This design comes from an exercise in tuning for small area, a short achievable clock period and few clock cycles on the open sky130 flow, not from production work. Where RTL was checked, it was by simulation tests only, not by an equivalence proof against the original. For run 2, only the layout was checked, not whether the RTL still works.

==> flow/design.v (outline; a module is shown in full before it is edited, if it fits) <==
// module goldschmidt_divider_q4_4: 693 lines
module goldschmidt_divider_q4_4 (
    input  wire       clk,
    input  wire       rst_n,
    input  wire       start,
    input  wire [7:0] numerator,
    input  wire [7:0] denominator,
    output wire [7:0] quotient,
    output reg        valid,
    output reg        error
);
  // ...
==> flow/flow/run.sh <==
#!/bin/bash
set -euo pipefail
bash standard.sh MATCH_CELL_FOOTPRINT=0 'BUFFER_PORTS_ARGS=-buffer_cell sky130_fd_sc_hd__buf_2' finish > standard.log 2>&1
==> flow/standard.sh <==
#!/bin/bash
# synth_recipe.tcl (not shown) runs the flow's synth.tcl, then flattens the netlist and writes it again
# the make line also repeats each setting of config.mk as NAME=value (left out here)
make -C /OpenROAD-flow-scripts/flow DESIGN_CONFIG=/design/flow/config.mk WORK_HOME=/design/flow/orfs CLKGATE_MAP_FILE= SYNTH_SCRIPT=/design/flow/synth_recipe.tcl "${@:-finish}"
==> flow/config.mk <==
export PLATFORM = sky130hd
export DESIGN_NAME = goldschmidt_divider_q4_4
export DESIGN_NICKNAME = goldschmidt_divider_q4_4
export VERILOG_FILES = /design/flow/design.v
export SDC_FILE = /design/flow/constraint.sdc
export NUM_CORES = 4
export LEC_CHECK = 0
export ABC_AREA = 1
export CAP_MARGIN = 20
export CORE_MARGIN = 2
export CORE_UTILIZATION = 40
export GPL_TIMING_DRIVEN = 1
export SETUP_SLACK_MARGIN = 1.0
export SLEW_MARGIN = 20
==> flow/constraint.sdc <==
create_clock -name core_clock -period 8.0 [get_ports {clk}]
set_input_delay 1.6000 -clock core_clock [delete_from_list [all_inputs] [get_ports {clk}]]
set_output_delay 1.6000 -clock core_clock [all_outputs]
set_load 0.01 [all_outputs]
==> flow_summary.ini, run 1 <==
[synthesis]
synth_flop_cell = dfxtp_1
synthTopCellsByArea = dfxtp_1 (18%), ha_1 (10%), nand2_1 (9.9%)
synth_top_family_by_area = simple AND/OR/NAND/NOR gates
yosys.area_share.simple_pct = 23.57
synth_top_area_share_pct = 17.96

[place]
portBuffers = 28
dp.cells = 1588
dp_hpwl_mm = 19.42
pre_cts_ws_ns = 1.573

[setup_path]
cp.required_ns = 6.40
endpoint_kind = primary output
cp_top_family = compound AO/OA/AOI/OAI gates
critPathLaunch = yha[0]$_DFF_P_
regToRegSetupSlack_ns = 1.62
slowest_stage = fa_1
cp-endpoint = quotient[7]

[min_path]
min_from = sgna$_DFF_P_
hold_class = reg2reg

[route]
dr.pass1.iters = 6
wl_met1_mm = 11.34

[layout]
largest_register = k3
final_cell_mix = nand2_1 (237), inv_1 (206), nor2_1 (102)
synthToLayoutAreaGrowth_pct = 8.093

[clocking]
cts_made_buffers = 9
htree_levels = 3

[status]
outcome = complete, no violations

[global_route]
gr-total-overflow = 0
met2_usage_pct = 33.40

[floorplan]
start_util_pct = 41.12
dieArea_sq_um = 23790
Testbench counts, summed over its fixed seeds: cycles 32,000.
==> module goldschmidt_divider_q4_4, before the edit <==
module goldschmidt_divider_q4_4 (
    input  wire       clk,
    input  wire       rst_n,
    input  wire       start,
    input  wire [7:0] numerator,
    input  wire [7:0] denominator,
    output wire [7:0] quotient,
    output reg        valid,
    output reg        error
);
    reg busy;
    always @(posedge clk or negedge rst_n) begin
        if (!rst_n) begin
            busy  <= 1'b0;
            valid <= 1'b0;
        end else begin
            busy  <= start;
            valid <= busy;
        end
    end
    wire       sgn0 = numerator[7] ^ denominator[7];
    wire [7:0] nr0  = numerator[7]   ? -numerator   : numerator;
    wire [7:0] dr0  = denominator[7] ? -denominator : denominator;
    reg [2:0] p0, cls0;
    always @(*) begin
        casez (dr0)
            8'b1???????: begin p0 = 3'd7; cls0 = dr0[6:4]; end
            8'b01??????: begin p0 = 3'd6; cls0 = dr0[5:3]; end
            8'b001?????: begin p0 = 3'd5; cls0 = dr0[4:2]; end
            8'b0001????: begin p0 = 3'd4; cls0 = dr0[3:1]; end
            8'b00001???: begin p0 = 3'd3; cls0 = dr0[2:0]; end
            8'b000001??: begin p0 = 3'd2; cls0 = {dr0[1:0], 1'b0}; end
            8'b0000001?: begin p0 = 3'd1; cls0 = {dr0[0], 2'b0}; end
            default:     begin p0 = 3'd0; cls0 = 3'd0; end
        endcase
    end
    reg [4:0] bd0, bd1;
    reg [2:0] bd2;
    always @(*) begin
        case ({nr0[2:0], 1'b0})
            4'b0000:          bd0 = 5'b00000;
            4'b0010:          bd0 = 5'b00001;
            4'b0100:          bd0 = 5'b00010;
            4'b0110:          bd0 = 5'b00100;
            4'b1000:          bd0 = 5'b11000;
            4'b1010:          bd0 = 5'b10100;
            4'b1100:          bd0 = 5'b10010;
            default:          bd0 = 5'b10001;
        endcase
        case (nr0[5:2])
            4'b0000, 4'b1111: bd1 = 5'b00000;
            4'b0001, 4'b0010: bd1 = 5'b00001;
            4'b0011, 4'b0100: bd1 = 5'b00010;
            4'b0101, 4'b0110: bd1 = 5'b00100;
            4'b0111:          bd1 = 5'b01000;
            4'b1000:          bd1 = 5'b11000;
            4'b1001, 4'b1010: bd1 = 5'b10100;
            4'b1011, 4'b1100: bd1 = 5'b10010;
            default:          bd1 = 5'b10001;
        endcase
        bd2 = {1'b0, nr0[7] | (nr0[6] & nr0[5]), ~nr0[7] & (nr0[6] ^ nr0[5])};
    end
    wire [12:0] k1a0 = ({13{cls0 == 3'd0}} & 13'd7224) |
        ({13{cls0 == 3'd1}} & 13'd6783) |
        ({13{cls0 == 3'd2}} & 13'd6240) |
        ({13{cls0 == 3'd3}} & 13'd5840) |
        ({13{cls0 == 3'd4}} & 13'd5328) |
        ({13{cls0 == 3'd5}} & 13'd5004) |
        ({13{cls0 == 3'd6}} & 13'd4658) |
        ({13{cls0 == 3'd7}} & 13'd4369);
    wire [14:0] k3a0 = ({15{cls0 == 3'd0}} & 15'd21672) |
        ({15{cls0 == 3'd1}} & 15'd20349) |
        ({15{cls0 == 3'd2}} & 15'd18720) |
        ({15{cls0 == 3'd3}} & 15'd17520) |
        ({15{cls0 == 3'd4}} & 15'd15984) |
        ({15{cls0 == 3'd5}} & 15'd15012) |
        ({15{cls0 == 3'd6}} & 15'd13974) |
        ({15{cls0 == 3'd7}} & 15'd13107);
    wire [7:0] rom0;
    wire rom_n16, rom_n17, rom_n18, rom_n19, rom_n20, rom_n21, rom_n22,
    rom_n23, rom_n24, rom_n25, rom_n26, rom_n27, rom_n28, rom_n29, rom_n30,
    rom_n31, rom_n32, rom_n33, rom_n34, rom_n35, rom_n36, rom_n37, rom_n38,
    rom_n39, rom_n40, rom_n41, rom_n42, rom_n43, rom_n44, rom_n45, rom_n46,
    rom_n47, rom_n48, rom_n49, rom_n50, rom_n51, rom_n52, rom_n53, rom_n54,
    rom_n55, rom_n56, rom_n57, rom_n58, rom_n59, rom_n60, rom_n61, rom_n62,
    rom_n63, rom_n64, rom_n65, rom_n66, rom_n67, rom_n68, rom_n69, rom_n70,
    rom_n71, rom_n72, rom_n73, rom_n74, rom_n75, rom_n76, rom_n77, rom_n78,
    rom_n79, rom_n80, rom_n81, rom_n82, rom_n83, rom_n84, rom_n85, rom_n86,
    rom_n87, rom_n88, rom_n89, rom_n90, rom_n91, rom_n92, rom_n93, rom_n94,
    rom_n95, rom_n96, rom_n97, rom_n98, rom_n99, rom_n100, rom_n102,
    rom_n103, rom_n104, rom_n105, rom_n106, rom_n107, rom_n108, rom_n109,
    rom_n110, rom_n111, rom_n112, rom_n113, rom_n114, rom_n115, rom_n116,
    rom_n117, rom_n118, rom_n119, rom_n120, rom_n121, rom_n122, rom_n123,
    rom_n124, rom_n125, rom_n126, rom_n127, rom_n128, rom_n129, rom_n130,
    rom_n131, rom_n132, rom_n133, rom_n134, rom_n135, rom_n136, rom_n137,
    rom_n138, rom_n139, rom_n140, rom_n141, rom_n142, rom_n143, rom_n144,
    rom_n145, rom_n146, rom_n147, rom_n148, rom_n149, rom_n150, rom_n151,
    rom_n152, rom_n153, rom_n154, rom_n155, rom_n156, rom_n158, rom_n159,
    rom_n160, rom_n161, rom_n162, rom_n163, rom_n164, rom_n165, rom_n166,
    rom_n167, rom_n168, rom_n169, rom_n170, rom_n171, rom_n172, rom_n173,
    rom_n174, rom_n175, rom_n176, rom_n177, rom_n178, rom_n179, rom_n180,
    rom_n181, rom_n182, rom_n183, rom_n184, rom_n185, rom_n187, rom_n188,
    rom_n189, rom_n190, rom_n191, rom_n192, rom_n193, rom_n194, rom_n195,
    rom_n196, rom_n197, rom_n198, rom_n199, rom_n200, rom_n201, rom_n202,
    rom_n203, rom_n204, rom_n205, rom_n206, rom_n207, rom_n208, rom_n209,
    rom_n210, rom_n211, rom_n212, rom_n213, rom_n214, rom_n215, rom_n216,
    rom_n217, rom_n218, rom_n219, rom_n220, rom_n221, rom_n222, rom_n223,
    rom_n224, rom_n225, rom_n226, rom_n227, rom_n228, rom_n230, rom_n231,
    rom_n232, rom_n233, rom_n234, rom_n235, rom_n236, rom_n237, rom_n238,
    rom_n239, rom_n240, rom_n241, rom_n242, rom_n243, rom_n244, rom_n245,
    rom_n246, rom_n247, rom_n248, rom_n249, rom_n251, rom_n252, rom_n253,
    rom_n254, rom_n255, rom_n256, rom_n257, rom_n258, rom_n259, rom_n260,
    rom_n261, rom_n262, rom_n263, rom_n264, rom_n265, rom_n266, rom_n267,
    rom_n269, rom_n270, rom_n271, rom_n272, rom_n273, rom_n274, rom_n275,
    rom_n276, rom_n277, rom_n278, rom_n279, rom_n280, rom_n281, rom_n282,
    rom_n283, rom_n284, rom_n285, rom_n286, rom_n287, rom_n288, rom_n289,
    rom_n290, rom_n291, rom_n293, rom_n294, rom_n295, rom_n296, rom_n297,
    rom_n298, rom_n299, rom_n300, rom_n301, rom_n302, rom_n303, rom_n304,
    rom_n305, rom_n306, rom_n307, rom_n308, rom_n309, rom_n310, rom_n311,
    rom_n312, rom_n313, rom_n314;
    assign rom_n16 = nr0[1] & nr0[4];
    assign rom_n17 = ~nr0[6] & ~rom_n16;
    assign rom_n18 = nr0[6] & rom_n16;
    assign rom_n19 = nr0[5] & ~nr0[6];
    assign rom_n20 = ~nr0[5] & nr0[6];
    assign rom_n21 = ~rom_n19 & ~rom_n20;
    assign rom_n22 = ~rom_n18 & rom_n21;
    assign rom_n23 = ~rom_n17 & rom_n22;
    assign rom_n24 = nr0[2] & rom_n20;
    assign rom_n25 = ~nr0[1] & ~nr0[4];
    assign rom_n26 = nr0[5] & rom_n25;
    assign rom_n27 = ~rom_n24 & ~rom_n26;
    assign rom_n28 = ~rom_n23 & rom_n27;
    assign rom_n29 = nr0[3] & ~rom_n28;
    assign rom_n30 = ~nr0[2] & rom_n20;
    assign rom_n31 = nr0[1] & ~nr0[2];
    assign rom_n32 = rom_n19 & ~rom_n31;
    assign rom_n33 = ~rom_n30 & ~rom_n32;
    assign rom_n34 = nr0[3] & nr0[6];
    assign rom_n35 = ~rom_n16 & rom_n34;
    assign rom_n36 = rom_n16 & rom_n20;
    assign rom_n37 = ~rom_n35 & ~rom_n36;
    assign rom_n38 = ~rom_n16 & ~rom_n20;
    assign rom_n39 = rom_n37 & ~rom_n38;
    assign rom_n40 = ~rom_n33 & rom_n39;
    assign rom_n41 = nr0[1] & ~nr0[6];
    assign rom_n42 = ~nr0[3] & ~rom_n19;
    assign rom_n43 = ~rom_n16 & rom_n42;
    assign rom_n44 = rom_n41 & rom_n43;
    assign rom_n45 = ~nr0[3] & nr0[4];
    assign rom_n46 = nr0[5] & rom_n45;
    assign rom_n47 = ~nr0[1] & ~nr0[2];
    assign rom_n48 = nr0[5] & nr0[6];
    assign rom_n49 = rom_n47 & rom_n48;
    assign rom_n50 = ~rom_n46 & rom_n49;
    assign rom_n51 = nr0[1] & nr0[2];
    assign rom_n52 = ~nr0[3] & ~nr0[6];
    assign rom_n53 = nr0[4] & rom_n52;
    assign rom_n54 = ~rom_n51 & rom_n53;
    assign rom_n55 = rom_n46 & ~rom_n47;
    assign rom_n56 = ~rom_n54 & ~rom_n55;
    assign rom_n57 = ~rom_n50 & rom_n56;
    assign rom_n58 = ~rom_n44 & rom_n57;
    assign rom_n59 = ~rom_n40 & rom_n58;
    assign rom_n60 = ~rom_n29 & rom_n59;
    assign rom_n61 = ~nr0[0] & nr0[1];
    assign rom_n62 = ~nr0[0] & nr0[4];
    assign rom_n63 = ~rom_n19 & rom_n62;
    assign rom_n64 = ~rom_n61 & ~rom_n63;
    assign rom_n65 = ~rom_n18 & ~rom_n64;
    assign rom_n66 = nr0[1] & ~rom_n62;
    assign rom_n67 = ~rom_n20 & ~rom_n41;
    assign rom_n68 = ~rom_n66 & rom_n67;
    assign rom_n69 = nr0[0] & ~nr0[3];
    assign rom_n70 = ~rom_n21 & rom_n69;
    assign rom_n71 = nr0[3] & ~nr0[4];
    assign rom_n72 = rom_n20 & rom_n71;
    assign rom_n73 = ~nr0[0] & ~nr0[5];
    assign rom_n74 = nr0[3] & rom_n73;
    assign rom_n75 = ~rom_n72 & ~rom_n74;
    assign rom_n76 = ~rom_n70 & rom_n75;
    assign rom_n77 = ~rom_n68 & rom_n76;
    assign rom_n78 = nr0[2] & ~rom_n77;
    assign rom_n79 = rom_n19 & rom_n71;
    assign rom_n80 = nr0[0] & nr0[4];
    assign rom_n81 = ~rom_n19 & rom_n80;
    assign rom_n82 = ~nr0[1] & ~rom_n45;
    assign rom_n83 = ~rom_n81 & rom_n82;
    assign rom_n84 = ~rom_n79 & rom_n83;
    assign rom_n85 = rom_n78 & ~rom_n84;
    assign rom_n86 = ~rom_n65 & ~rom_n85;
    assign rom_n87 = nr0[0] & ~nr0[6];
    assign rom_n88 = ~rom_n86 & ~rom_n87;
    assign rom_n89 = ~rom_n60 & rom_n88;
    assign rom_n90 = ~nr0[6] & rom_n85;
    assign rom_n91 = nr0[0] & rom_n60;
    assign rom_n92 = ~rom_n90 & rom_n91;
    assign rom_n93 = ~rom_n89 & ~rom_n92;
    assign rom_n94 = nr0[2] & rom_n19;
    assign rom_n95 = ~rom_n20 & ~rom_n94;
    assign rom_n96 = ~rom_n34 & ~rom_n52;
    assign rom_n97 = ~nr0[2] & rom_n96;
    assign rom_n98 = rom_n95 & ~rom_n97;
    assign rom_n99 = ~nr0[0] & rom_n25;
    assign rom_n100 = ~rom_n98 & rom_n99;
    assign rom0[0] = ~rom_n93 | rom_n100;
    assign rom_n102 = ~rom_n16 & ~rom_n25;
    assign rom_n103 = nr0[5] & rom_n80;
    assign rom_n104 = ~nr0[6] & ~rom_n103;
    assign rom_n105 = rom_n102 & rom_n104;
    assign rom_n106 = ~rom_n85 & rom_n105;
    assign rom_n107 = ~rom_n20 & ~rom_n106;
    assign rom_n108 = ~rom_n93 & rom_n107;
    assign rom_n109 = nr0[4] & ~rom_n108;
    assign rom_n110 = rom_n19 & rom_n47;
    assign rom_n111 = nr0[2] & nr0[6];
    assign rom_n112 = ~rom_n20 & ~rom_n111;
    assign rom_n113 = nr0[1] & ~nr0[5];
    assign rom_n114 = ~rom_n112 & ~rom_n113;
    assign rom_n115 = ~rom_n110 & ~rom_n114;
    assign rom_n116 = rom_n69 & ~rom_n115;
    assign rom_n117 = ~nr0[2] & ~nr0[5];
    assign rom_n118 = nr0[0] & ~nr0[1];
    assign rom_n119 = ~rom_n61 & ~rom_n118;
    assign rom_n120 = rom_n117 & rom_n119;
    assign rom_n121 = rom_n34 & ~rom_n118;
    assign rom_n122 = rom_n112 & rom_n121;
    assign rom_n123 = ~rom_n120 & ~rom_n122;
    assign rom_n124 = ~nr0[3] & rom_n61;
    assign rom_n125 = rom_n20 & rom_n124;
    assign rom_n126 = rom_n51 & rom_n74;
    assign rom_n127 = ~rom_n125 & ~rom_n126;
    assign rom_n128 = rom_n123 & rom_n127;
    assign rom_n129 = ~nr0[3] & rom_n118;
    assign rom_n130 = ~rom_n61 & rom_n94;
    assign rom_n131 = ~rom_n129 & rom_n130;
    assign rom_n132 = ~nr0[0] & nr0[5];
    assign rom_n133 = rom_n31 & rom_n132;
    assign rom_n134 = nr0[2] & rom_n118;
    assign rom_n135 = rom_n21 & rom_n134;
    assign rom_n136 = ~rom_n133 & ~rom_n135;
    assign rom_n137 = ~rom_n131 & rom_n136;
    assign rom_n138 = rom_n128 & rom_n137;
    assign rom_n139 = ~rom_n116 & rom_n138;
    assign rom_n140 = rom_n109 & rom_n139;
    assign rom_n141 = ~nr0[1] & nr0[4];
    assign rom_n142 = nr0[4] & ~nr0[5];
    assign rom_n143 = ~rom_n45 & ~rom_n142;
    assign rom_n144 = rom_n141 & rom_n143;
    assign rom_n145 = rom_n87 & rom_n144;
    assign rom_n146 = rom_n37 & ~rom_n145;
    assign rom_n147 = rom_n16 & ~rom_n78;
    assign rom_n148 = ~rom_n146 & ~rom_n147;
    assign rom_n149 = ~nr0[0] & ~rom_n37;
    assign rom_n150 = ~nr0[2] & ~rom_n149;
    assign rom_n151 = ~rom_n148 & ~rom_n150;
    assign rom_n152 = ~nr0[3] & ~nr0[5];
    assign rom_n153 = ~rom_n151 & rom_n152;
    assign rom_n154 = ~rom_n108 & rom_n153;
    assign rom_n155 = ~rom_n109 & ~rom_n139;
    assign rom_n156 = ~rom_n154 & ~rom_n155;
    assign rom0[1] = ~rom_n140 & rom_n156;
    assign rom_n158 = ~nr0[3] & rom_n25;
    assign rom_n159 = rom_n132 & rom_n158;
    assign rom_n160 = nr0[3] & rom_n25;
    assign rom_n161 = rom_n21 & rom_n160;
    assign rom_n162 = rom_n20 & rom_n118;
    assign rom_n163 = ~rom_n161 & ~rom_n162;
    assign rom_n164 = ~rom_n159 & rom_n163;
    assign rom_n165 = ~rom_n145 & rom_n164;
    assign rom_n166 = ~nr0[2] & ~rom_n165;
    assign rom_n167 = rom_n17 & ~rom_n46;
    assign rom_n168 = ~rom_n96 & ~rom_n167;
    assign rom_n169 = ~nr0[5] & ~nr0[6];
    assign rom_n170 = rom_n158 & rom_n169;
    assign rom_n171 = ~rom_n168 & ~rom_n170;
    assign rom_n172 = rom_n98 & rom_n142;
    assign rom_n173 = rom_n171 & rom_n172;
    assign rom_n174 = ~rom_n85 & ~rom_n173;
    assign rom_n175 = ~rom_n166 & rom_n174;
    assign rom_n176 = ~rom_n51 & rom0[1];
    assign rom_n177 = ~nr0[2] & rom_n25;
    assign rom_n178 = ~rom_n24 & ~rom_n177;
    assign rom_n179 = rom_n43 & rom_n178;
    assign rom_n180 = ~rom_n176 & rom_n179;
    assign rom_n181 = rom_n175 & ~rom_n180;
    assign rom_n182 = rom_n19 & rom_n31;
    assign rom_n183 = ~rom_n155 & rom_n182;
    assign rom_n184 = rom_n30 & rom_n62;
    assign rom_n185 = ~rom_n183 & ~rom_n184;
    assign rom0[2] = ~rom_n181 | ~rom_n185;
    assign rom_n187 = rom_n20 & ~rom_n181;
    assign rom_n188 = rom_n45 & ~rom_n168;
    assign rom_n189 = ~nr0[2] & ~rom_n80;
    assign rom_n190 = rom_n119 & rom_n189;
    assign rom_n191 = nr0[2] & nr0[4];
    assign rom_n192 = ~nr0[5] & ~rom_n191;
    assign rom_n193 = ~rom_n190 & ~rom_n192;
    assign rom_n194 = ~nr0[3] & nr0[6];
    assign rom_n195 = ~nr0[4] & ~rom_n194;
    assign rom_n196 = ~rom_n160 & rom_n195;
    assign rom_n197 = rom_n193 & rom_n196;
    assign rom_n198 = ~rom_n188 & ~rom_n197;
    assign rom_n199 = nr0[6] & rom_n193;
    assign rom_n200 = nr0[3] & ~rom_n199;
    assign rom_n201 = nr0[5] & rom_n66;
    assign rom_n202 = rom_n104 & ~rom_n201;
    assign rom_n203 = ~rom_n85 & ~rom_n202;
    assign rom_n204 = ~nr0[1] & rom_n73;
    assign rom_n205 = ~nr0[0] & rom_n85;
    assign rom_n206 = ~rom_n204 & ~rom_n205;
    assign rom_n207 = ~rom_n203 & rom_n206;
    assign rom_n208 = rom_n200 & ~rom_n207;
    assign rom_n209 = ~rom_n198 & ~rom_n208;
    assign rom_n210 = nr0[4] & rom_n33;
    assign rom_n211 = nr0[3] & ~rom_n210;
    assign rom_n212 = ~rom_n197 & rom_n211;
    assign rom_n213 = ~rom_n166 & rom_n212;
    assign rom_n214 = ~rom_n209 & ~rom_n213;
    assign rom_n215 = ~rom_n187 & rom_n214;
    assign rom_n216 = rom_n30 & rom_n45;
    assign rom_n217 = ~nr0[0] & ~rom_n72;
    assign rom_n218 = ~rom_n216 & rom_n217;
    assign rom_n219 = ~rom_n215 & ~rom_n218;
    assign rom_n220 = rom_n42 & ~rom_n195;
    assign rom_n221 = rom0[0] & rom_n220;
    assign rom_n222 = ~nr0[0] & ~rom_n221;
    assign rom_n223 = rom_n215 & rom_n222;
    assign rom_n224 = ~rom_n219 & ~rom_n223;
    assign rom_n225 = rom_n16 & ~rom_n21;
    assign rom_n226 = nr0[0] & ~rom_n38;
    assign rom_n227 = ~rom_n225 & rom_n226;
    assign rom_n228 = ~rom_n214 & rom_n227;
    assign rom0[3] = rom_n224 | rom_n228;
    assign rom_n230 = nr0[2] & ~nr0[4];
    assign rom_n231 = ~rom_n151 & ~rom_n230;
    assign rom_n232 = nr0[0] & rom_n48;
    assign rom_n233 = ~nr0[6] & ~rom_n71;
    assign rom_n234 = ~rom_n141 & rom_n233;
    assign rom_n235 = ~rom_n232 & ~rom_n234;
    assign rom_n236 = ~rom_n131 & ~rom_n235;
    assign rom_n237 = ~rom_n224 & rom_n236;
    assign rom_n238 = ~rom_n166 & ~rom_n224;
    assign rom_n239 = ~rom_n52 & ~rom_n113;
    assign rom_n240 = rom_n102 & rom_n239;
    assign rom_n241 = rom_n171 & ~rom_n240;
    assign rom_n242 = ~rom_n238 & rom_n241;
    assign rom_n243 = ~rom_n237 & ~rom_n242;
    assign rom_n244 = ~rom_n231 & ~rom_n243;
    assign rom_n245 = ~nr0[2] & nr0[4];
    assign rom_n246 = ~rom_n146 & rom_n245;
    assign rom_n247 = ~rom0[1] & rom_n246;
    assign rom_n248 = rom_n231 & ~rom_n247;
    assign rom_n249 = rom_n243 & rom_n248;
    assign rom0[4] = rom_n244 | rom_n249;
    assign rom_n251 = rom_n169 & rom_n177;
    assign rom_n252 = ~rom_n111 & ~rom_n251;
    assign rom_n253 = ~nr0[0] & ~rom_n252;
    assign rom_n254 = rom_n52 & rom_n189;
    assign rom_n255 = ~nr0[5] & rom_n158;
    assign rom_n256 = ~rom_n144 & ~rom_n255;
    assign rom_n257 = ~rom_n254 & rom_n256;
    assign rom_n258 = ~rom_n253 & ~rom_n257;
    assign rom_n259 = nr0[5] & ~rom_n102;
    assign rom_n260 = ~rom_n80 & ~rom_n259;
    assign rom_n261 = rom0[1] & ~rom_n260;
    assign rom_n262 = ~rom_n192 & rom_n194;
    assign rom_n263 = ~rom_n261 & rom_n262;
    assign rom_n264 = ~rom_n173 & ~rom_n208;
    assign rom_n265 = ~rom_n263 & rom_n264;
    assign rom_n266 = nr0[4] & rom_n204;
    assign rom_n267 = ~rom_n265 & ~rom_n266;
    assign rom0[5] = rom_n258 | rom_n267;
    assign rom_n269 = nr0[0] & nr0[2];
    assign rom_n270 = ~nr0[0] & ~nr0[2];
    assign rom_n271 = rom_n20 & ~rom_n270;
    assign rom_n272 = ~rom_n269 & rom_n271;
    assign rom_n273 = rom_n16 & ~rom_n272;
    assign rom_n274 = ~rom_n237 & rom_n273;
    assign rom_n275 = ~nr0[1] & nr0[5];
    assign rom_n276 = ~rom_n191 & rom_n275;
    assign rom_n277 = ~rom_n93 & rom_n276;
    assign rom_n278 = rom_n21 & ~rom_n117;
    assign rom_n279 = ~rom_n69 & ~rom_n278;
    assign rom_n280 = rom_n69 & rom_n95;
    assign rom_n281 = rom_n25 & ~rom_n280;
    assign rom_n282 = ~rom_n279 & rom_n281;
    assign rom_n283 = ~rom_n277 & ~rom_n282;
    assign rom_n284 = ~rom_n274 & rom_n283;
    assign rom_n285 = ~rom_n200 & ~rom_n284;
    assign rom_n286 = nr0[1] & ~rom_n142;
    assign rom_n287 = nr0[6] & ~rom_n286;
    assign rom_n288 = ~rom_n20 & rom_n286;
    assign rom_n289 = ~rom_n287 & ~rom_n288;
    assign rom_n290 = ~rom_n265 & rom_n289;
    assign rom_n291 = ~rom_n106 & ~rom_n290;
    assign rom0[6] = rom_n285 | ~rom_n291;
    assign rom_n293 = ~nr0[1] & rom_n175;
    assign rom_n294 = nr0[0] & ~rom_n293;
    assign rom_n295 = rom_n175 & rom_n200;
    assign rom_n296 = ~rom_n294 & ~rom_n295;
    assign rom_n297 = ~rom_n277 & rom_n296;
    assign rom_n298 = rom_n106 & rom_n208;
    assign rom_n299 = ~nr0[1] & rom_n34;
    assign rom_n300 = rom_n143 & ~rom_n299;
    assign rom_n301 = nr0[2] & ~rom_n45;
    assign rom_n302 = ~rom_n300 & ~rom_n301;
    assign rom_n303 = ~rom_n72 & ~rom_n302;
    assign rom_n304 = ~rom_n298 & rom_n303;
    assign rom_n305 = ~rom_n297 & rom_n304;
    assign rom_n306 = nr0[1] & rom_n34;
    assign rom_n307 = ~rom_n141 & ~rom_n306;
    assign rom_n308 = rom0[2] & rom_n307;
    assign rom_n309 = ~nr0[0] & ~rom_n308;
    assign rom_n310 = ~rom_n305 & ~rom_n309;
    assign rom_n311 = rom_n47 & rom_n52;
    assign rom_n312 = rom_n300 & ~rom_n311;
    assign rom_n313 = ~rom_n208 & rom_n312;
    assign rom_n314 = rom_n309 & rom_n313;
    assign rom0[7] = rom_n310 | rom_n314;
    wire dz0   = (denominator == 8'd0);
    wire eq0   = (nr0 == dr0);
    wire d160  = (dr0 == 8'h10) & nr0[7];
    wire d1280 = (denominator == 8'h80);
    reg [7:0] spec0;
    always @(*) begin
        if (dz0)       spec0 = 8'h00;
        else if (eq0)  spec0 = 8'h10;
        else if (d160) spec0 = 8'h80;
        else           spec0 = rom0;
    end
    reg [4:0]  bdg0, bdg1;
    reg [2:0]  bdg2;
    reg [2:0]  pa, cls;
    reg [11:0] k1r;
    reg [14:0] k3;
    reg        sgna, dza, usespa;
    reg [7:0]  speca;
    always @(posedge clk) begin
        bdg0   <= bd0;
        bdg1   <= bd1;
        bdg2   <= bd2;
        pa     <= p0;
        cls    <= cls0;
        k1r    <= k1a0[11:0];
        k3     <= k3a0;
        sgna   <= sgn0;
        dza    <= dz0;
        usespa <= dz0 | eq0 | d160 | d1280;
        speca  <= spec0;
    end
    wire [12:0] k1 = {1'b1, k1r};
    wire       bs0 = bdg0[4], bs1 = bdg1[4];
    wire [4:1] bm0 = bdg0[3:0], bm1 = bdg1[3:0];
    wire [4:1] bm2 = {2'b00, bdg2[1:0]};
    wire m1_1;
    wire m1_2;
    wire m1_3;
    wire m1_4;
    wire m1_5;
    wire m1_6;
    wire m1_7;
    wire m1_8;
    wire m1_9;
    wire m1_10;
    wire m1_11;
    wire m1_12;
    wire m1_13;
    wire m1_14;
    wire m1_15;
    wire m1_16;
    wire m1_17;
    wire m1_18;
    wire m1_19;
    wire m1_20;
    wire m1_21;
    wire m1_22;
    wire m1_23;
    wire m1_24;
    wire m1_25;
    wire m1_26;
    wire m1_27;
    wire m1_28;
    wire m1_29;
    wire m1_30;
    wire m1_31;
    wire m1_32;
    wire m1_33;
    wire m1_34;
    assign m1_1 = bs1 ^ (bs0 ^ ((bm0[1] & k1[3]) | (bm0[2] & k1[2]) | (bm0[3] & k3[3]) | (bm0[4] & k1[1])));
    assign m1_2 = bs1 & (bs0 ^ ((bm0[1] & k1[3]) | (bm0[2] & k1[2]) | (bm0[3] & k3[3]) | (bm0[4] & k1[1])));
    assign m1_3 = (bs0 ^ ((bm0[1] & k1[4]) | (bm0[2] & k1[3]) | (bm0[3] & k3[4]) | (bm0[4] & k1[2]))) ^ (bs1 ^ ((bm1[1] & k1[1]) | (bm1[2] & k1[0]) | (bm1[3] & k3[1])));
    assign m1_4 = (bs0 ^ ((bm0[1] & k1[4]) | (bm0[2] & k1[3]) | (bm0[3] & k3[4]) | (bm0[4] & k1[2]))) & (bs1 ^ ((bm1[1] & k1[1]) | (bm1[2] & k1[0]) | (bm1[3] & k3[1])));
    assign m1_5 = (bs0 ^ ((bm0[1] & k1[5]) | (bm0[2] & k1[4]) | (bm0[3] & k3[5]) | (bm0[4] & k1[3]))) ^ (bs1 ^ ((bm1[1] & k1[2]) | (bm1[2] & k1[1]) | (bm1[3] & k3[2]) | (bm1[4] & k1[0])));
    assign m1_6 = (bs0 ^ ((bm0[1] & k1[5]) | (bm0[2] & k1[4]) | (bm0[3] & k3[5]) | (bm0[4] & k1[3]))) & (bs1 ^ ((bm1[1] & k1[2]) | (bm1[2] & k1[1]) | (bm1[3] & k3[2]) | (bm1[4] & k1[0])));
    assign m1_7 = (bs0 ^ ((bm0[1] & k1[6]) | (bm0[2] & k1[5]) | (bm0[3] & k3[6]) | (bm0[4] & k1[4]))) ^ (bs1 ^ ((bm1[1] & k1[3]) | (bm1[2] & k1[2]) | (bm1[3] & k3[3]) | (bm1[4] & k1[1]))) ^ ((bm2[1] & k1[0]));
    assign m1_8 = ((bs0 ^ ((bm0[1] & k1[6]) | (bm0[2] & k1[5]) | (bm0[3] & k3[6]) | (bm0[4] & k1[4]))) & (bs1 ^ ((bm1[1] & k1[3]) | (bm1[2] & k1[2]) | (bm1[3] & k3[3]) | (bm1[4] & k1[1])))) | ((bs0 ^ ((bm0[1] & k1[6]) | (bm0[2] & k1[5]) | (bm0[3] & k3[6]) | (bm0[4] & k1[4]))) & ((bm2[1] & k1[0]))) | ((bs1 ^ ((bm1[1] & k1[3]) | (bm1[2] & k1[2]) | (bm1[3] & k3[3]) | (bm1[4] & k1[1]))) & ((bm2[1] & k1[0])));
    assign m1_9 = (bs0 ^ ((bm0[1] & k1[7]) | (bm0[2] & k1[6]) | (bm0[3] & k3[7]) | (bm0[4] & k1[5]))) ^ (bs1 ^ ((bm1[1] & k1[4]) | (bm1[2] & k1[3]) | (bm1[3] & k3[4]) | (bm1[4] & k1[2]))) ^ ((bm2[1] & k1[1]) | (bm2[2] & k1[0]));
    assign m1_10 = ((bs0 ^ ((bm0[1] & k1[7]) | (bm0[2] & k1[6]) | (bm0[3] & k3[7]) | (bm0[4] & k1[5]))) & (bs1 ^ ((bm1[1] & k1[4]) | (bm1[2] & k1[3]) | (bm1[3] & k3[4]) | (bm1[4] & k1[2])))) | ((bs0 ^ ((bm0[1] & k1[7]) | (bm0[2] & k1[6]) | (bm0[3] & k3[7]) | (bm0[4] & k1[5]))) & ((bm2[1] & k1[1]) | (bm2[2] & k1[0]))) | ((bs1 ^ ((bm1[1] & k1[4]) | (bm1[2] & k1[3]) | (bm1[3] & k3[4]) | (bm1[4] & k1[2]))) & ((bm2[1] & k1[1]) | (bm2[2] & k1[0])));
    assign m1_11 = (bs0 ^ ((bm0[1] & k1[8]) | (bm0[2] & k1[7]) | (bm0[3] & k3[8]) | (bm0[4] & k1[6]))) ^ (bs1 ^ ((bm1[1] & k1[5]) | (bm1[2] & k1[4]) | (bm1[3] & k3[5]) | (bm1[4] & k1[3]))) ^ ((bm2[1] & k1[2]) | (bm2[2] & k1[1]));
    assign m1_12 = ((bs0 ^ ((bm0[1] & k1[8]) | (bm0[2] & k1[7]) | (bm0[3] & k3[8]) | (bm0[4] & k1[6]))) & (bs1 ^ ((bm1[1] & k1[5]) | (bm1[2] & k1[4]) | (bm1[3] & k3[5]) | (bm1[4] & k1[3])))) | ((bs0 ^ ((bm0[1] & k1[8]) | (bm0[2] & k1[7]) | (bm0[3] & k3[8]) | (bm0[4] & k1[6]))) & ((bm2[1] & k1[2]) | (bm2[2] & k1[1]))) | ((bs1 ^ ((bm1[1] & k1[5]) | (bm1[2] & k1[4]) | (bm1[3] & k3[5]) | (bm1[4] & k1[3]))) & ((bm2[1] & k1[2]) | (bm2[2] & k1[1])));
    assign m1_13 = (bs0 ^ ((bm0[1] & k1[9]) | (bm0[2] & k1[8]) | (bm0[3] & k3[9]) | (bm0[4] & k1[7]))) ^ (bs1 ^ ((bm1[1] & k1[6]) | (bm1[2] & k1[5]) | (bm1[3] & k3[6]) | (bm1[4] & k1[4]))) ^ ((bm2[1] & k1[3]) | (bm2[2] & k1[2]));
    assign m1_14 = ((bs0 ^ ((bm0[1] & k1[9]) | (bm0[2] & k1[8]) | (bm0[3] & k3[9]) | (bm0[4] & k1[7]))) & (bs1 ^ ((bm1[1] & k1[6]) | (bm1[2] & k1[5]) | (bm1[3] & k3[6]) | (bm1[4] & k1[4])))) | ((bs0 ^ ((bm0[1] & k1[9]) | (bm0[2] & k1[8]) | (bm0[3] & k3[9]) | (bm0[4] & k1[7]))) & ((bm2[1] & k1[3]) | (bm2[2] & k1[2]))) | ((bs1 ^ ((bm1[1] & k1[6]) | (bm1[2] & k1[5]) | (bm1[3] & k3[6]) | (bm1[4] & k1[4]))) & ((bm2[1] & k1[3]) | (bm2[2] & k1[2])));
    assign m1_15 = (bs0 ^ ((bm0[1] & k1[10]) | (bm0[2] & k1[9]) | (bm0[3] & k3[10]) | (bm0[4] & k1[8]))) ^ (bs1 ^ ((bm1[1] & k1[7]) | (bm1[2] & k1[6]) | (bm1[3] & k3[7]) | (bm1[4] & k1[5]))) ^ ((bm2[1] & k1[4]) | (bm2[2] & k1[3]));
    assign m1_16 = ((bs0 ^ ((bm0[1] & k1[10]) | (bm0[2] & k1[9]) | (bm0[3] & k3[10]) | (bm0[4] & k1[8]))) & (bs1 ^ ((bm1[1] & k1[7]) | (bm1[2] & k1[6]) | (bm1[3] & k3[7]) | (bm1[4] & k1[5])))) | ((bs0 ^ ((bm0[1] & k1[10]) | (bm0[2] & k1[9]) | (bm0[3] & k3[10]) | (bm0[4] & k1[8]))) & ((bm2[1] & k1[4]) | (bm2[2] & k1[3]))) | ((bs1 ^ ((bm1[1] & k1[7]) | (bm1[2] & k1[6]) | (bm1[3] & k3[7]) | (bm1[4] & k1[5]))) & ((bm2[1] & k1[4]) | (bm2[2] & k1[3])));
    assign m1_17 = (bs0 ^ ((bm0[1] & k1[11]) | (bm0[2] & k1[10]) | (bm0[3] & k3[11]) | (bm0[4] & k1[9]))) ^ (bs1 ^ ((bm1[1] & k1[8]) | (bm1[2] & k1[7]) | (bm1[3] & k3[8]) | (bm1[4] & k1[6]))) ^ ((bm2[1] & k1[5]) | (bm2[2] & k1[4]));
    assign m1_18 = ((bs0 ^ ((bm0[1] & k1[11]) | (bm0[2] & k1[10]) | (bm0[3] & k3[11]) | (bm0[4] & k1[9]))) & (bs1 ^ ((bm1[1] & k1[8]) | (bm1[2] & k1[7]) | (bm1[3] & k3[8]) | (bm1[4] & k1[6])))) | ((bs0 ^ ((bm0[1] & k1[11]) | (bm0[2] & k1[10]) | (bm0[3] & k3[11]) | (bm0[4] & k1[9]))) & ((bm2[1] & k1[5]) | (bm2[2] & k1[4]))) | ((bs1 ^ ((bm1[1] & k1[8]) | (bm1[2] & k1[7]) | (bm1[3] & k3[8]) | (bm1[4] & k1[6]))) & ((bm2[1] & k1[5]) | (bm2[2] & k1[4])));
    assign m1_19 = (bs0 ^ ((bm0[1] & k1[12]) | (bm0[2] & k1[11]) | (bm0[3] & k3[12]) | (bm0[4] & k1[10]))) ^ (bs1 ^ ((bm1[1] & k1[9]) | (bm1[2] & k1[8]) | (bm1[3] & k3[9]) | (bm1[4] & k1[7]))) ^ ((bm2[1] & k1[6]) | (bm2[2] & k1[5]));
    assign m1_20 = ((bs0 ^ ((bm0[1] & k1[12]) | (bm0[2] & k1[11]) | (bm0[3] & k3[12]) | (bm0[4] & k1[10]))) & (bs1 ^ ((bm1[1] & k1[9]) | (bm1[2] & k1[8]) | (bm1[3] & k3[9]) | (bm1[4] & k1[7])))) | ((bs0 ^ ((bm0[1] & k1[12]) | (bm0[2] & k1[11]) | (bm0[3] & k3[12]) | (bm0[4] & k1[10]))) & ((bm2[1] & k1[6]) | (bm2[2] & k1[5]))) | ((bs1 ^ ((bm1[1] & k1[9]) | (bm1[2] & k1[8]) | (bm1[3] & k3[9]) | (bm1[4] & k1[7]))) & ((bm2[1] & k1[6]) | (bm2[2] & k1[5])));
    assign m1_21 = (bs0 ^ ((bm0[2] & k1[12]) | (bm0[3] & k3[13]) | (bm0[4] & k1[11]))) ^ (bs1 ^ ((bm1[1] & k1[10]) | (bm1[2] & k1[9]) | (bm1[3] & k3[10]) | (bm1[4] & k1[8]))) ^ ((bm2[1] & k1[7]) | (bm2[2] & k1[6]));
    assign m1_22 = ((bs0 ^ ((bm0[2] & k1[12]) | (bm0[3] & k3[13]) | (bm0[4] & k1[11]))) & (bs1 ^ ((bm1[1] & k1[10]) | (bm1[2] & k1[9]) | (bm1[3] & k3[10]) | (bm1[4] & k1[8])))) | ((bs0 ^ ((bm0[2] & k1[12]) | (bm0[3] & k3[13]) | (bm0[4] & k1[11]))) & ((bm2[1] & k1[7]) | (bm2[2] & k1[6]))) | ((bs1 ^ ((bm1[1] & k1[10]) | (bm1[2] & k1[9]) | (bm1[3] & k3[10]) | (bm1[4] & k1[8]))) & ((bm2[1] & k1[7]) | (bm2[2] & k1[6])));
    assign m1_23 = (bs0 ^ ((bm0[3] & k3[14]) | (bm0[4] & k1[12]))) ^ (bs1 ^ ((bm1[1] & k1[11]) | (bm1[2] & k1[10]) | (bm1[3] & k3[11]) | (bm1[4] & k1[9]))) ^ ((bm2[1] & k1[8]) | (bm2[2] & k1[7]));
    assign m1_24 = ((bs0 ^ ((bm0[3] & k3[14]) | (bm0[4] & k1[12]))) & (bs1 ^ ((bm1[1] & k1[11]) | (bm1[2] & k1[10]) | (bm1[3] & k3[11]) | (bm1[4] & k1[9])))) | ((bs0 ^ ((bm0[3] & k3[14]) | (bm0[4] & k1[12]))) & ((bm2[1] & k1[8]) | (bm2[2] & k1[7]))) | ((bs1 ^ ((bm1[1] & k1[11]) | (bm1[2] & k1[10]) | (bm1[3] & k3[11]) | (bm1[4] & k1[9]))) & ((bm2[1] & k1[8]) | (bm2[2] & k1[7])));
    assign m1_25 = bs0 ^ (bs1 ^ ((bm1[1] & k1[12]) | (bm1[2] & k1[11]) | (bm1[3] & k3[12]) | (bm1[4] & k1[10]))) ^ ((bm2[1] & k1[9]) | (bm2[2] & k1[8]));
    assign m1_26 = (bs0 & (bs1 ^ ((bm1[1] & k1[12]) | (bm1[2] & k1[11]) | (bm1[3] & k3[12]) | (bm1[4] & k1[10])))) | (bs0 & ((bm2[1] & k1[9]) | (bm2[2] & k1[8]))) | ((bs1 ^ ((bm1[1] & k1[12]) | (bm1[2] & k1[11]) | (bm1[3] & k3[12]) | (bm1[4] & k1[10]))) & ((bm2[1] & k1[9]) | (bm2[2] & k1[8])));
    assign m1_27 = bs0 ^ (bs1 ^ ((bm1[2] & k1[12]) | (bm1[3] & k3[13]) | (bm1[4] & k1[11]))) ^ ((bm2[1] & k1[10]) | (bm2[2] & k1[9]));
    assign m1_28 = (bs0 & (bs1 ^ ((bm1[2] & k1[12]) | (bm1[3] & k3[13]) | (bm1[4] & k1[11])))) | (bs0 & ((bm2[1] & k1[10]) | (bm2[2] & k1[9]))) | ((bs1 ^ ((bm1[2] & k1[12]) | (bm1[3] & k3[13]) | (bm1[4] & k1[11]))) & ((bm2[1] & k1[10]) | (bm2[2] & k1[9])));
    assign m1_29 = bs0 ^ (bs1 ^ ((bm1[3] & k3[14]) | (bm1[4] & k1[12]))) ^ ((bm2[1] & k1[11]) | (bm2[2] & k1[10]));
    assign m1_30 = (bs0 & (bs1 ^ ((bm1[3] & k3[14]) | (bm1[4] & k1[12])))) | (bs0 & ((bm2[1] & k1[11]) | (bm2[2] & k1[10]))) | ((bs1 ^ ((bm1[3] & k3[14]) | (bm1[4] & k1[12]))) & ((bm2[1] & k1[11]) | (bm2[2] & k1[10])));
    assign m1_31 = ~bs0 ^ ~bs1 ^ ((bm2[1] & k1[12]) | (bm2[2] & k1[11]));
    assign m1_32 = (~bs0 & ~bs1) | (~bs0 & ((bm2[1] & k1[12]) | (bm2[2] & k1[11]))) | (~bs1 & ((bm2[1] & k1[12]) | (bm2[2] & k1[11])));
    assign m1_33 = 1'b1 ^ ((bm2[2] & k1[12]));
    assign m1_34 = 1'b1 & ((bm2[2] & k1[12]));
    wire [19:0] x_a = {m1_33, m1_31, m1_29, m1_27, m1_25, m1_23, m1_21, m1_19, m1_17, m1_15, m1_13, m1_11, m1_9, m1_7, m1_5, m1_3, m1_1, (bs0 ^ ((bm0[1] & k1[2]) | (bm0[2] & k1[1]) | (bm0[3] & k3[2]) | (bm0[4] & k1[0]))), (bs0 ^ ((bm0[1] & k1[1]) | (bm0[2] & k1[0]) | (bm0[3] & k3[1]))), bs0};
    wire [19:0] x_b = {m1_32, m1_30, m1_28, m1_26, m1_24, m1_22, m1_20, m1_18, m1_16, m1_14, m1_12, m1_10, m1_8, m1_6, m1_4, m1_2, (bs1 ^ ((bm1[1] & k1[0]) | (bm1[3] & k3[0]))), 1'b0, 1'b0, (bs0 ^ ((bm0[1] & k1[0]) | (bm0[3] & k3[0])))};
    wire [19:0] x  = x_a + x_b;
    wire [11:0] n2 = x[19:8];
    wire [1:0] s3 = ({2{cls == 3'd1}} & 2'd1) |
        ({2{cls == 3'd2}} & 2'd2) |
        ({2{cls == 3'd3}} & 2'd2) |
        ({2{cls == 3'd4}} & 2'd2) |
        ({2{cls == 3'd5}} & 2'd2) |
        ({2{cls == 3'd6}} & 2'd2) |
        ({2{cls == 3'd7}} & 2'd2);
    wire [1:0] es = ({2{cls == 3'd0}} & 2'd1) |
        ({2{cls == 3'd2}} & 2'd2) |
        ({2{cls == 3'd4}} & 2'd1);
    wire [2:0] e1 = ({3{cls == 3'd0}} & 3'd1) |
        ({3{cls == 3'd1}} & 3'd4) |
        ({3{cls == 3'd2}} & 3'd7) |
        ({3{cls == 3'd3}} & 3'd2) |
        ({3{cls == 3'd4}} & 3'd1) |
        ({3{cls == 3'd7}} & 3'd1);
    wire [2:0] e2 = ({3{cls == 3'd0}} & 3'd4) |
        ({3{cls == 3'd1}} & 3'd1) |
        ({3{cls == 3'd3}} & 3'd1) |
        ({3{cls == 3'd4}} & 3'd2) |
        ({3{cls == 3'd5}} & 3'd1) |
        ({3{cls == 3'd6}} & 3'd1);
    wire [19:0] c2 = ({20{cls == 3'd0}} & 20'd1040385) |
        ({20{cls == 3'd2}} & 20'd1015812) |
        ({20{cls == 3'd4}} & 20'd1040385);
    wire es_0 = es[0], es_1 = es[1];
    wire e1_0 = e1[0], e1_1 = e1[1], e1_2 = e1[2];
    wire e2_0 = e2[0], e2_1 = e2[1], e2_2 = e2[2];
    wire m2_1;
    wire m2_2;
    wire m2_3;
    wire m2_4;
    wire m2_5;
    wire m2_6;
    wire m2_7;
    wire m2_8;
    wire m2_9;
    wire m2_10;
    wire m2_11;
    wire m2_12;
    wire m2_13;
    wire m2_14;
    wire m2_15;
    wire m2_16;
    wire m2_17;
    wire m2_18;
    wire m2_19;
    wire m2_20;
    wire m2_21;
    wire m2_22;
    wire m2_23;
    wire m2_24;
    wire m2_25;
    wire m2_26;
    wire m2_27;
    wire m2_28;
    wire m2_29;
    wire m2_30;
    wire m2_31;
    wire m2_32;
    wire m2_33;
    wire m2_34;
    wire m2_35;
    wire m2_36;
    wire m2_37;
    wire m2_38;
    wire m2_39;
    wire m2_40;
    wire m2_41;
    wire m2_42;
    wire m2_43;
    wire m2_44;
    wire m2_45;
    wire m2_46;
    wire m2_47;
    wire m2_48;
    wire m2_49;
    wire m2_50;
    wire m2_51;
    wire m2_52;
    wire m2_53;
    wire m2_54;
    assign m2_1 = n2[0] ^ (es_0 ^ ((e1_0 & n2[8]) | (e2_0 & n2[7])));
    assign m2_2 = n2[0] & (es_0 ^ ((e1_0 & n2[8]) | (e2_0 & n2[7])));
    assign m2_3 = n2[1] ^ (es_0 ^ ((e1_0 & n2[9]) | (e2_0 & n2[8]))) ^ (es_1 ^ ((e1_1 & n2[7]) | (e2_1 & n2[6])));
    assign m2_4 = (n2[1] & (es_0 ^ ((e1_0 & n2[9]) | (e2_0 & n2[8])))) | (n2[1] & (es_1 ^ ((e1_1 & n2[7]) | (e2_1 & n2[6])))) | ((es_0 ^ ((e1_0 & n2[9]) | (e2_0 & n2[8]))) & (es_1 ^ ((e1_1 & n2[7]) | (e2_1 & n2[6]))));
    assign m2_5 = n2[2] ^ (es_0 ^ ((e1_0 & n2[10]) | (e2_0 & n2[9]))) ^ (es_1 ^ ((e1_1 & n2[8]) | (e2_1 & n2[7])));
    assign m2_6 = (n2[2] & (es_0 ^ ((e1_0 & n2[10]) | (e2_0 & n2[9])))) | (n2[2] & (es_1 ^ ((e1_1 & n2[8]) | (e2_1 & n2[7])))) | ((es_0 ^ ((e1_0 & n2[10]) | (e2_0 & n2[9]))) & (es_1 ^ ((e1_1 & n2[8]) | (e2_1 & n2[7]))));
    assign m2_7 = n2[3] ^ (es_0 ^ ((e1_0 & n2[11]) | (e2_0 & n2[10]))) ^ (es_1 ^ ((e1_1 & n2[9]) | (e2_1 & n2[8])));
    assign m2_8 = (n2[3] & (es_0 ^ ((e1_0 & n2[11]) | (e2_0 & n2[10])))) | (n2[3] & (es_1 ^ ((e1_1 & n2[9]) | (e2_1 & n2[8])))) | ((es_0 ^ ((e1_0 & n2[11]) | (e2_0 & n2[10]))) & (es_1 ^ ((e1_1 & n2[9]) | (e2_1 & n2[8]))));
    assign m2_9 = n2[4] ^ (es_0 ^ ((e2_0 & n2[11]))) ^ (es_1 ^ ((e1_1 & n2[10]) | (e2_1 & n2[9])));
    assign m2_10 = (n2[4] & (es_0 ^ ((e2_0 & n2[11])))) | (n2[4] & (es_1 ^ ((e1_1 & n2[10]) | (e2_1 & n2[9])))) | ((es_0 ^ ((e2_0 & n2[11]))) & (es_1 ^ ((e1_1 & n2[10]) | (e2_1 & n2[9]))));
    assign m2_11 = n2[5] ^ c2[13] ^ (es_1 ^ ((e1_1 & n2[11]) | (e2_1 & n2[10])));
    assign m2_12 = (n2[5] & c2[13]) | (n2[5] & (es_1 ^ ((e1_1 & n2[11]) | (e2_1 & n2[10])))) | (c2[13] & (es_1 ^ ((e1_1 & n2[11]) | (e2_1 & n2[10]))));
    assign m2_13 = n2[6] ^ c2[14] ^ (es_1 ^ ((e2_1 & n2[11])));
    assign m2_14 = (n2[6] & c2[14]) | (n2[6] & (es_1 ^ ((e2_1 & n2[11])))) | (c2[14] & (es_1 ^ ((e2_1 & n2[11]))));
    assign m2_15 = n2[7] ^ c2[15];
    assign m2_16 = n2[7] & c2[15];
    assign m2_17 = n2[8] ^ c2[16];
    assign m2_18 = n2[8] & c2[16];
    assign m2_19 = c2[2] ^ (es_0 ^ ((e1_0 & n2[2]) | (e2_0 & n2[1])));
    assign m2_20 = c2[2] & (es_0 ^ ((e1_0 & n2[2]) | (e2_0 & n2[1])));
    assign m2_21 = (es_0 ^ ((e1_0 & n2[3]) | (e2_0 & n2[2]))) ^ (es_1 ^ ((e1_1 & n2[1]) | (e2_1 & n2[0])));
    assign m2_22 = (es_0 ^ ((e1_0 & n2[3]) | (e2_0 & n2[2]))) & (es_1 ^ ((e1_1 & n2[1]) | (e2_1 & n2[0])));
    assign m2_23 = (es_0 ^ ((e1_0 & n2[4]) | (e2_0 & n2[3]))) ^ (es_1 ^ ((e1_1 & n2[2]) | (e2_1 & n2[1]))) ^ ((e1_2 & n2[0]));
    assign m2_24 = ((es_0 ^ ((e1_0 & n2[4]) | (e2_0 & n2[3]))) & (es_1 ^ ((e1_1 & n2[2]) | (e2_1 & n2[1])))) | ((es_0 ^ ((e1_0 & n2[4]) | (e2_0 & n2[3]))) & ((e1_2 & n2[0]))) | ((es_1 ^ ((e1_1 & n2[2]) | (e2_1 & n2[1]))) & ((e1_2 & n2[0])));
    assign m2_25 = (es_0 ^ ((e1_0 & n2[5]) | (e2_0 & n2[4]))) ^ (es_1 ^ ((e1_1 & n2[3]) | (e2_1 & n2[2]))) ^ ((e1_2 & n2[1]) | (e2_2 & n2[0]));
    assign m2_26 = ((es_0 ^ ((e1_0 & n2[5]) | (e2_0 & n2[4]))) & (es_1 ^ ((e1_1 & n2[3]) | (e2_1 & n2[2])))) | ((es_0 ^ ((e1_0 & n2[5]) | (e2_0 & n2[4]))) & ((e1_2 & n2[1]) | (e2_2 & n2[0]))) | ((es_1 ^ ((e1_1 & n2[3]) | (e2_1 & n2[2]))) & ((e1_2 & n2[1]) | (e2_2 & n2[0])));
    assign m2_27 = (es_0 ^ ((e1_0 & n2[6]) | (e2_0 & n2[5]))) ^ (es_1 ^ ((e1_1 & n2[4]) | (e2_1 & n2[3]))) ^ ((e1_2 & n2[2]) | (e2_2 & n2[1]));
    assign m2_28 = ((es_0 ^ ((e1_0 & n2[6]) | (e2_0 & n2[5]))) & (es_1 ^ ((e1_1 & n2[4]) | (e2_1 & n2[3])))) | ((es_0 ^ ((e1_0 & n2[6]) | (e2_0 & n2[5]))) & ((e1_2 & n2[2]) | (e2_2 & n2[1]))) | ((es_1 ^ ((e1_1 & n2[4]) | (e2_1 & n2[3]))) & ((e1_2 & n2[2]) | (e2_2 & n2[1])));
    assign m2_29 = (es_0 ^ ((e1_0 & n2[7]) | (e2_0 & n2[6]))) ^ (es_1 ^ ((e1_1 & n2[5]) | (e2_1 & n2[4]))) ^ ((e1_2 & n2[3]) | (e2_2 & n2[2]));
    assign m2_30 = ((es_0 ^ ((e1_0 & n2[7]) | (e2_0 & n2[6]))) & (es_1 ^ ((e1_1 & n2[5]) | (e2_1 & n2[4])))) | ((es_0 ^ ((e1_0 & n2[7]) | (e2_0 & n2[6]))) & ((e1_2 & n2[3]) | (e2_2 & n2[2]))) | ((es_1 ^ ((e1_1 & n2[5]) | (e2_1 & n2[4]))) & ((e1_2 & n2[3]) | (e2_2 & n2[2])));
    assign m2_31 = (es_1 ^ ((e1_1 & n2[6]) | (e2_1 & n2[5]))) ^ ((e1_2 & n2[4]) | (e2_2 & n2[3])) ^ m2_1;
    assign m2_32 = ((es_1 ^ ((e1_1 & n2[6]) | (e2_1 & n2[5]))) & ((e1_2 & n2[4]) | (e2_2 & n2[3]))) | ((es_1 ^ ((e1_1 & n2[6]) | (e2_1 & n2[5]))) & m2_1) | (((e1_2 & n2[4]) | (e2_2 & n2[3])) & m2_1);
    assign m2_33 = ((e1_2 & n2[5]) | (e2_2 & n2[4])) ^ m2_2 ^ m2_3;
    assign m2_34 = (((e1_2 & n2[5]) | (e2_2 & n2[4])) & m2_2) | (((e1_2 & n2[5]) | (e2_2 & n2[4])) & m2_3) | (m2_2 & m2_3);
    assign m2_35 = ((e1_2 & n2[6]) | (e2_2 & n2[5])) ^ m2_4 ^ m2_5;
    assign m2_36 = (((e1_2 & n2[6]) | (e2_2 & n2[5])) & m2_4) | (((e1_2 & n2[6]) | (e2_2 & n2[5])) & m2_5) | (m2_4 & m2_5);
    assign m2_37 = ((e1_2 & n2[7]) | (e2_2 & n2[6])) ^ m2_6 ^ m2_7;
    assign m2_38 = (((e1_2 & n2[7]) | (e2_2 & n2[6])) & m2_6) | (((e1_2 & n2[7]) | (e2_2 & n2[6])) & m2_7) | (m2_6 & m2_7);
    assign m2_39 = ((e1_2 & n2[8]) | (e2_2 & n2[7])) ^ m2_8 ^ m2_9;
    assign m2_40 = (((e1_2 & n2[8]) | (e2_2 & n2[7])) & m2_8) | (((e1_2 & n2[8]) | (e2_2 & n2[7])) & m2_9) | (m2_8 & m2_9);
    assign m2_41 = ((e1_2 & n2[9]) | (e2_2 & n2[8])) ^ m2_10 ^ m2_11;
    assign m2_42 = (((e1_2 & n2[9]) | (e2_2 & n2[8])) & m2_10) | (((e1_2 & n2[9]) | (e2_2 & n2[8])) & m2_11) | (m2_10 & m2_11);
    assign m2_43 = ((e1_2 & n2[10]) | (e2_2 & n2[9])) ^ m2_12 ^ m2_13;
    assign m2_44 = (((e1_2 & n2[10]) | (e2_2 & n2[9])) & m2_12) | (((e1_2 & n2[10]) | (e2_2 & n2[9])) & m2_13) | (m2_12 & m2_13);
    assign m2_45 = m2_15 ^ ((e1_2 & n2[11]) | (e2_2 & n2[10])) ^ m2_14;
    assign m2_46 = (m2_15 & ((e1_2 & n2[11]) | (e2_2 & n2[10]))) | (m2_15 & m2_14) | (((e1_2 & n2[11]) | (e2_2 & n2[10])) & m2_14);
    assign m2_47 = m2_16 ^ m2_17 ^ ((e2_2 & n2[11]));
    assign m2_48 = (m2_16 & m2_17) | (m2_16 & ((e2_2 & n2[11]))) | (m2_17 & ((e2_2 & n2[11])));
    assign m2_49 = n2[9] ^ c2[17] ^ m2_18;
    assign m2_50 = (n2[9] & c2[17]) | (n2[9] & m2_18) | (c2[17] & m2_18);
    assign m2_51 = n2[10] ^ c2[18];
    assign m2_52 = n2[10] & c2[18];
    assign m2_53 = n2[11] ^ c2[19];
    assign m2_54 = n2[11] & c2[19];
    wire [19:0] y_a = {m2_53, m2_51, m2_49, m2_47, m2_45, m2_43, m2_41, m2_39, m2_37, m2_35, m2_33, m2_31, m2_29, m2_27, m2_25, m2_23, m2_21, m2_19, (es_0 ^ ((e1_0 & n2[1]) | (e2_0 & n2[0]))), c2[0]};
    wire [19:0] y_b = {m2_52, m2_50, m2_48, m2_46, m2_44, m2_42, m2_40, m2_38, m2_36, m2_34, m2_32, m2_30, m2_28, m2_26, m2_24, m2_22, m2_20, (es_1 ^ ((e1_1 & n2[0]))), 1'b0, (es_0 ^ ((e1_0 & n2[0])))};
    wire [14:0] ylo = {1'b0, y_a[13:0]} + {1'b0, y_b[13:0]};
    reg [5:0]  yha, yhb;
    reg [5:0]  n3lo;
    reg        cy, sg;
    reg [2:0]  pb;
    reg [1:0]  sb;
    always @(posedge clk) begin
        {yha, n3lo} <= usespa ? {3'd0, speca, 1'b0} : {y_a[19:14], ylo[13:8]};
        yhb   <= usespa ? 6'd0 : y_b[19:14];
        cy    <= ~usespa & ylo[14];
        pb    <= usespa ? 3'd0 : pa;
        sb    <= usespa ? 2'd3 : s3;
        sg    <= sgna;
        error <= dza;
    end
    wire [6:0]  n3c = {yha, 1'b1} + {yhb, cy};    
    wire [11:0] n3  = {n3c[6:1], n3lo};
    wire [5:0]  n3s = (sb == 2'd0) ? n3[11:6] :
                      (sb == 2'd1) ? {1'b0, n3[11:7]} :
                      (sb == 2'd2) ? {2'b0, n3[11:8]} : 6'd0;
    wire [12:0] n4  = {1'b0, n3} + {7'd0, n3s};
    wire [6:0]  ph = 7'd1 << pb;
    wire [8:0]  t = ({9{ph[0]}} & n4[8:0])  | ({9{ph[1]}} & n4[9:1])  |
                    ({9{ph[2]}} & n4[10:2]) | ({9{ph[3]}} & n4[11:3]) |
                    ({9{ph[4]}} & n4[12:4]) | ({9{ph[5]}} & {1'b0, n4[12:5]}) |
                    ({9{ph[6]}} & {2'b0, n4[12:6]});
    assign quotient = (t[8:1] ^ {8{sg}}) + {7'd0, t[0] ^ sg};
endmodule
==> run 2: changes to the inputs <==
--- a/flow/design.v
+++ b/flow/design.v
@@ -663,23 +663,23 @@
     assign m2_54 = n2[11] & c2[19];
     wire [19:0] y_a = {m2_53, m2_51, m2_49, m2_47, m2_45, m2_43, m2_41, m2_39, m2_37, m2_35, m2_33, m2_31, m2_29, m2_27, m2_25, m2_23, m2_21, m2_19, (es_0 ^ ((e1_0 & n2[1]) | (e2_0 & n2[0]))), c2[0]};
     wire [19:0] y_b = {m2_52, m2_50, m2_48, m2_46, m2_44, m2_42, m2_40, m2_38, m2_36, m2_34, m2_32, m2_30, m2_28, m2_26, m2_24, m2_22, m2_20, (es_1 ^ ((e1_1 & n2[0]))), 1'b0, (es_0 ^ ((e1_0 & n2[0])))};
-    wire [14:0] ylo = {1'b0, y_a[13:0]} + {1'b0, y_b[13:0]};
-    reg [5:0]  yha, yhb;
-    reg [5:0]  n3lo;
+    wire [12:0] ylo = {1'b0, y_a[11:0]} + {1'b0, y_b[11:0]};
+    reg [7:0]  yha, yhb;
+    reg [3:0]  n3lo;
     reg        cy, sg;
     reg [2:0]  pb;
     reg [1:0]  sb;
     always @(posedge clk) begin
-        {yha, n3lo} <= usespa ? {3'd0, speca, 1'b0} : {y_a[19:14], ylo[13:8]};
-        yhb   <= usespa ? 6'd0 : y_b[19:14];
-        cy    <= ~usespa & ylo[14];
+        {yha, n3lo} <= usespa ? {3'd0, speca, 1'b0} : {y_a[19:12], ylo[11:8]};
+        yhb   <= usespa ? 8'd0 : y_b[19:12];
+        cy    <= ~usespa & ylo[12];
         pb    <= usespa ? 3'd0 : pa;
         sb    <= usespa ? 2'd3 : s3;
         sg    <= sgna;
         error <= dza;
     end
-    wire [6:0]  n3c = {yha, 1'b1} + {yhb, cy};    
-    wire [11:0] n3  = {n3c[6:1], n3lo};
+    wire [8:0]  n3c = {yha, 1'b1} + {yhb, cy};    
+    wire [11:0] n3  = {n3c[8:1], n3lo};
     wire [5:0]  n3s = (sb == 2'd0) ? n3[11:6] :
                       (sb == 2'd1) ? {1'b0, n3[11:7]} :
                       (sb == 2'd2) ? {2'b0, n3[11:8]} : 6'd0;
--- a/flow/config.mk
+++ b/flow/config.mk
@@ -9,6 +9,5 @@
 export CAP_MARGIN = 20
 export CORE_MARGIN = 2
 export CORE_UTILIZATION = 40
-export GPL_TIMING_DRIVEN = 1
-export SETUP_SLACK_MARGIN = 1.0
+export SETUP_SLACK_MARGIN = 1.5
 export SLEW_MARGIN = 20
==> run 2 against run 1 <==
  * Non-clock buffer count rose by 32
  * Cell area rose by 5.5%
  * Utilization rose by 2.9 points
  * Area after synthesis fell by 1.8%
  * Sequential cell count rose by 2
  * First-iteration DRC count rose by 0.70%
  * Wire length rose by 5.4%
  * Sequential share of layout area fell by 0.41 points
==> flow_summary.ini, run 2 <==
[status]
outcome = complete, no violations

[place]
routabilityCongestion = 0.9926
pre_cts_ws_ns = 1.343
dp_hpwl_mm = 18.67
portBuffers = 28
dp.cells = 1569

[setup_path]
critPathMaxFanout = 4
reg2reg_depth = 35
cp_top_family = simple AND/OR/NAND/NOR gates
cpPeakStageDelay_ns = 0.40
r2r_end = n3lo[3]$_DFF_P_
critPathArrivalTime_ns = 5.29
worstSetupPathType = reg2out
critPathBufInv = 2
critPathLaunch = cy$_DFF_P_
slowest_stage = fa_2
cp.required_ns = 6.40
start_kind = flop
endpoint_kind = primary output
reg2reg_from = bdg0[0]$_DFF_P_
regToRegSetupSlack_ns = 2.02

[timing]
setup_viol = 0
finalCritPeriodShare_pct = 86.11
slew_violations = 0
clock_skew_ns = 0.006715
tightest_slew_ns = 1.055
setup_tns_ns = 0
fmax_ghz = 0.1452
rsz0062_at_grt = yes
final_hold_viol_count = 0
relSlewSlack_pct = 29.11
finalCriticalPeriod_ns = 6.889
setup_slack_ns = 1.111

[clocking]
clk_pin_slew_worst_paths_ns = 0.06
cts_hold_buf = 0
clock_sinks = 85
clock_latency_ns = 0.35
cts_tree = yes
htree_levels = 3
root_buffer = clkbuf_16
cts_made_buffers = 9
clockBufferDepth = 2

[floorplan]
rows = 54
start_util_pct = 40.75
dieArea_sq_um = 23370
fp.coreArea_sq_um = 21760
ios = 29
die_w_um = 152.9
die_h_um = 152.9

[layout]
nNetsFinal = 1450
synthToLayoutAreaGrowth_pct = 16.17
final_common_cell = nand2_1
antennaDiodeCount = 0
final_cell_mix = nand2_1 (217), inv_1 (203), nor2_1 (102)
instances_no_fill = 1620
largest_register = k3
largest_reg_flops = 15
reg.largest.list = k3 x15, k1r x11
drive_gt1_share_pct = 17.54

[synthesis]
yosysMostFrequentCell = nand2_1
ys_async_sr_fraction_pct = 2.353
synthTopCellsByArea = dfxtp_1 (19%), nand2_1 (9.7%), inv_1 (9.0%)
synth_top_area_share_pct = 18.74
syn_inst = 1289
synth_edf_count = 0
synth_top_area_cell = dfxtp_1
synth_flop_cell = dfxtp_1
synth_nets = 1404
ys_seq_area_share_pct = 19.31
synth_cell_types = 63
syn_avg_cell_area_sq_um = 6.877
synth_common_cells = nand2_1 (228), inv_1 (212), nor2_1 (107)
mappedNetlistArea_sq_um = 8865
yosysWarnings = 1
ys_ff_latch = 85

[route]
routedWlPerCell_um = 15.77
dr.pass1.iters = 6
wirelength_mm = 25.55
antenna_left = 0
route.vias.total = 8911
dr.first_iter.drc_count = 860
drc = 0
drt-vias-per-instance = 5.501

[global_route]
grt_max_degree = 24
grt_pass1_vias = 8559
grt_pass1_wl_mm = 41.30
gr-usage-all-layers_pct = 21.04
gr-total-overflow = 0
antenna_found_initial = 0

[min_path]
min_from = sgna$_DFF_P_
min_path_cells = 0
min_delay_worst_endpoint = sg$_DFF_P_
hold_class = reg2reg

[flow_run]
drv_cap = 0
[run 2: cell count changes after synthesis, sizes merged, moves of 5 or more]
cell and delta:
nand2 -14, o22ai +12, nand3 +11, ha -10, a21oi -8, inv +6, or2 +5, xnor2 -5
[run 2: area by class of cell]
| cell class | instances | area (sq um) |
|---|---|---|
| clock buffers | 10 | 239.0 |
| clock inverters | 6 | 71.32 |
| fillers | 2176 | 11460 |
| inverters | 232 | 902.1 |
| multi-input cells | 939 | 6560 |
| flip-flops and latches | 85 | 1722 |
| well taps | 280 | 350.3 |
| repair buffers | 65 | 436.7 |
| repair inverters | 3 | 17.52 |
[run 2: worst max path at each step]
stage | end | slack, ns | depth (start not counted)
5_1_grt | quotient[5] | 0.90 | 30
4_1_cts | quotient[6] | 1.39 | 31
2_1_floorplan | quotient[6] | 1.86 | 30
3_3_place_gp | quotient[6] | 1.46 | 31
3_5_place_dp | quotient[6] | 1.34 | 31
6_report | quotient[5] | 1.11 | 30
[run 2: cells by family after synthesis]
| family | after synthesis | share of synthesized area, % |
|---|---|---|
| and+or+nand+nor | 481 | 24.12 |
| AOI/OAI and AO/OA | 276 | 19.65 |
| xor gates and xnor gates | 86 | 8.751 |
| adders and majority gates | 96 | 16.43 |
| buffers and inverters | 265 | 11.74 |
| DFF | 85 | 19.31 |
[run 2: metal layers]
metal  share of wire, %  up-vias  global-route usage (%)
met4                3.9        0                   8.598
met1                 43     4079                   27.23
met5                  0        -                       0
li1                   -     4375                       -
met2                 47      377                   34.98
met3                6.5       80                   3.459
[run 2: what timing repair did]
action	4_1_cts	5_1_grt
cloned	0	3
pin swaps	30	39
gates resized for setup	46	74
buffers inserted	16	16
endpoints found under the setup margin	8	12
[run 2: metrics by stage]
stage | hold WS (ns) | utilization (%) | area, sq um
after detailed placement | 0.3136 | 42.43 | 9230
after floorplan | 0.3096 | - | 8865
after global routing | 0.3425 | 47.34 | 10300
after global placement | 0.3113 | 42.43 | 9230
final | 0.3262 | 47.34 | 10300
after CTS | 0.3282 | 45.30 | 9856

[what the ideal ports hide]
The flow's constraints put no driver on any port. The routed layouts listed below were extracted and timed again, unchanged, in two steps. Step 1 sets driving cells, clkbuf_16 on the clock port and buf_2 on the other inputs (assumed; they add their load-dependent delay and slew). Step 2, shift: input delay + t, output delay - t, t = (earliest + latest rising clock arrival at the registers) / 2. This alone moves slack from input paths to output paths. a / b / c = no drivers / after step 1 / after step 2; a / b = the first two.
run | t (ns) | slack for setup (ns)
run 1 | 0.382 | 1.527 / 1.486 / 1.624
run 2 | 0.386 | 1.111 / 1.069 / 1.455
After both steps every run listed still meets setup and hold.
